What follows belongs to an exercise in optimizing a design on an open flow for small area, a short achievable clock period and few clock cycles; a production flow would make more cautious choices. Function was checked by simulation only, so behaviour that the tests miss may differ from the original.

Setup of the previous run:
// CONVEX
module CONVEX(
input               CLK,
input               RST,
input       [4:0]   PT_XY,
output              READ_PT,
output reg  [9:0]   DROP_X,
output reg  [9:0]   DROP_Y,
output reg          DROP_V);
reg  [2:0]  rx_cnt;
reg  [19:0] rx;
reg         rx_full;
reg  [19:0] pn;
reg         pn_v;
reg  [1:0]  npts;
reg         rp_n;                           
assign      READ_PT = !rp_n;
wire        accept   = READ_PT && (rx_cnt == 3'd0 || rx_cnt == 3'd1);
wire [2:0]  rx_cnt_n = accept ? 3'd4 : (rx_cnt != 3'd0 ? rx_cnt - 3'd1 : 3'd0);
wire        rx_done  = (rx_cnt == 3'd1);
wire        pn_take;                        
wire        pn_free  = !pn_v || pn_take;
wire        rx_move  = rx_full && pn_free;
wire        rx_byp   = rx_done && pn_free;
wire        rx_full_n = (rx_done && !pn_free) || (rx_full && !rx_move);
wire        pn_v_n    = rx_move || rx_byp || (pn_v && !pn_take);
always @(posedge CLK) begin
    if (rx_cnt != 3'd0) rx <= {rx[14:0], PT_XY};
    if (rx_move)     pn <= rx;
    else if (rx_byp) pn <= {rx[14:0], PT_XY};
end
always @(posedge CLK or posedge RST) begin
    if (RST) begin
        rx_cnt  <= 3'd0;
        rx_full <= 1'b0;
        pn_v    <= 1'b0;
        rp_n    <= 1'b0;
    end
    else begin
        rx_cnt  <= rx_cnt_n;
        rx_full <= rx_full_n;
        pn_v    <= pn_v_n;
        rp_n    <= !(!rx_full_n && (rx_cnt_n == 3'd0 || (rx_cnt_n == 3'd1 && !pn_v_n)));
    end
end
reg  [19:0] Q [0:11];
reg  [3:0]  cnt;
wire        pop;
reg  [1:0]  npush;
reg  [19:0] D0, D1;
wire [3:0]  base = cnt - {3'd0, pop};
wire        s3_v, s3_first, s3_last, s3_vis;
wire [19:0] s3_A;
reg  [12:0] at;                             
integer k, j;
always @(*) begin
    for (k = 0; k < 13; k = k + 1) at[k] = (cnt == k);
end
wire        base_odd = cnt[0] ^ pop;
wire [19:0] DE = base_odd ? D1 : D0;        
wire [19:0] DO = base_odd ? D0 : D1;        
always @(posedge CLK) begin
    for (j = 0; j < 12; j = j + 1) begin
        if (pop ? (at[j+1] || at[j]) : (at[j] || (j > 0 && at[(j > 0) ? j - 1 : 0])))
            Q[j] <= (j % 2 == 0) ? DE : DO;
        else if (pop && j < 11)
            Q[j] <= Q[(j < 11) ? j + 1 : 11];
    end
end
always @(posedge CLK or posedge RST) begin
    if (RST) cnt <= 4'd0;
  ...
clock: 8.5 ns
lec_check: 0
cap_margin: 20
core_margin: 2
core_utilization: 55
setup_slack_margin: 5
slew_margin: 20
standard.sh (not shown) runs the stock make flow with config.mk's settings and CLKGATE_MAP_FILE= SYNTH_SCRIPT=/design/flow/synth_recipe.tcl, a recipe that flattens the netlist after the stock synthesis.
==> flow/flow/run.sh <==
#!/bin/bash
set -euo pipefail
MARGIN=${MARGIN:-5.3}
sed -E "s/SETUP_SLACK_MARGIN=[0-9.]+/SETUP_SLACK_MARGIN=${MARGIN}/" standard.sh > standard_margin.sh
grep -q "SETUP_SLACK_MARGIN=${MARGIN}" standard_margin.sh
bash standard_margin.sh > flow.log 2>&1
Testbench counts of the previous run, summed over its fixed seeds: cycles 24,019.
What the current run does differently from the previous run at the input level:
# the previous run
export LEC_CHECK = 0
export CAP_MARGIN = 20
export CORE_MARGIN = 2
export CORE_UTILIZATION = 55
export SETUP_SLACK_MARGIN = 5
export SLEW_MARGIN = 20
create_clock -name core_clock -period 8.5 [get_ports {CLK}]
# the current run
export LEC_CHECK = 0
export CAP_MARGIN = 20
export CORE_MARGIN = 2
export CORE_UTILIZATION = 55
export CTS_BUF_LIST = sky130_fd_sc_hd__clkbuf_4
export SETUP_SLACK_MARGIN = 5
export SLEW_MARGIN = 20
create_clock -name core_clock -period 8.5 [get_ports {CLK}]
==> flow/run.sh (new file) <==
#!/bin/bash
# synth_recipe.tcl (not shown) runs the flow's synth.tcl, then flattens the netlist and writes it again
# the make line also repeats each setting of config.mk as NAME=value (left out here)
make -C /OpenROAD-flow-scripts/flow DESIGN_CONFIG=/design/flow/config.mk WORK_HOME=/design/flow/orfs CLKGATE_MAP_FILE= SYNTH_SCRIPT=/design/flow/synth_recipe.tcl finish
removed: flow/flow/run.sh
removed: flow/standard.sh
==> notes.md <==
Setup slack: the current run less than the previous run
In the tables for the previous run and the current run, insertion delay of the later-clocked pin in the worst-skew pair reads higher with the current run.
When the final numbers for the previous run and the current run were put side by side, the met3 track utilization from global routing turned out to be smaller in the previous run.
The current run vs. the previous run: post-CTS setup buffer count now smaller, cell depth of the worst setup path went down.
All of the previous run and the current run finish clean.
Number of H-tree branching levels sits higher in the current run than in the previous run.
[compare] base=the previous run new=the current run: via count of the routed design now larger, filler cell count up 229, worst max-slew margin expressed relative to the limit rose by 2.1 points.

[re-timing with driven ports]
Ports are ideal in the flow. The routed layouts listed here were re-timed in OpenROAD.
Step 1 (the two cells are an assumption about what drives the block):
set clk [get_ports {CLK}]
set_driving_cell -lib_cell sky130_fd_sc_hd__clkbuf_16 $clk
set_driving_cell -lib_cell sky130_fd_sc_hd__buf_2 [delete_from_list [all_inputs] $clk]
Step 2 moves the port delays by t, midway between the first and last clock arrival at a register: inputs arrive t later, outputs are due t later. That takes back most of the time a late clock gives input paths.
a / b / c = no drivers / after step 1 / after step 2; a / b = the first two.
run | shift t [ns] | setup slack, ns | clock arrival spread, ns | worst slew at a driven data input, ns
the previous run | 0.695 | 5.113 / 5.113 / 5.113 | 0.036 / 0.036 | 0.04
the current run | 1.028 | 5.086 / 5.083 / 5.086 | 0.042 / 0.041 | 0.04
After both steps setup and hold are still met in every run listed.
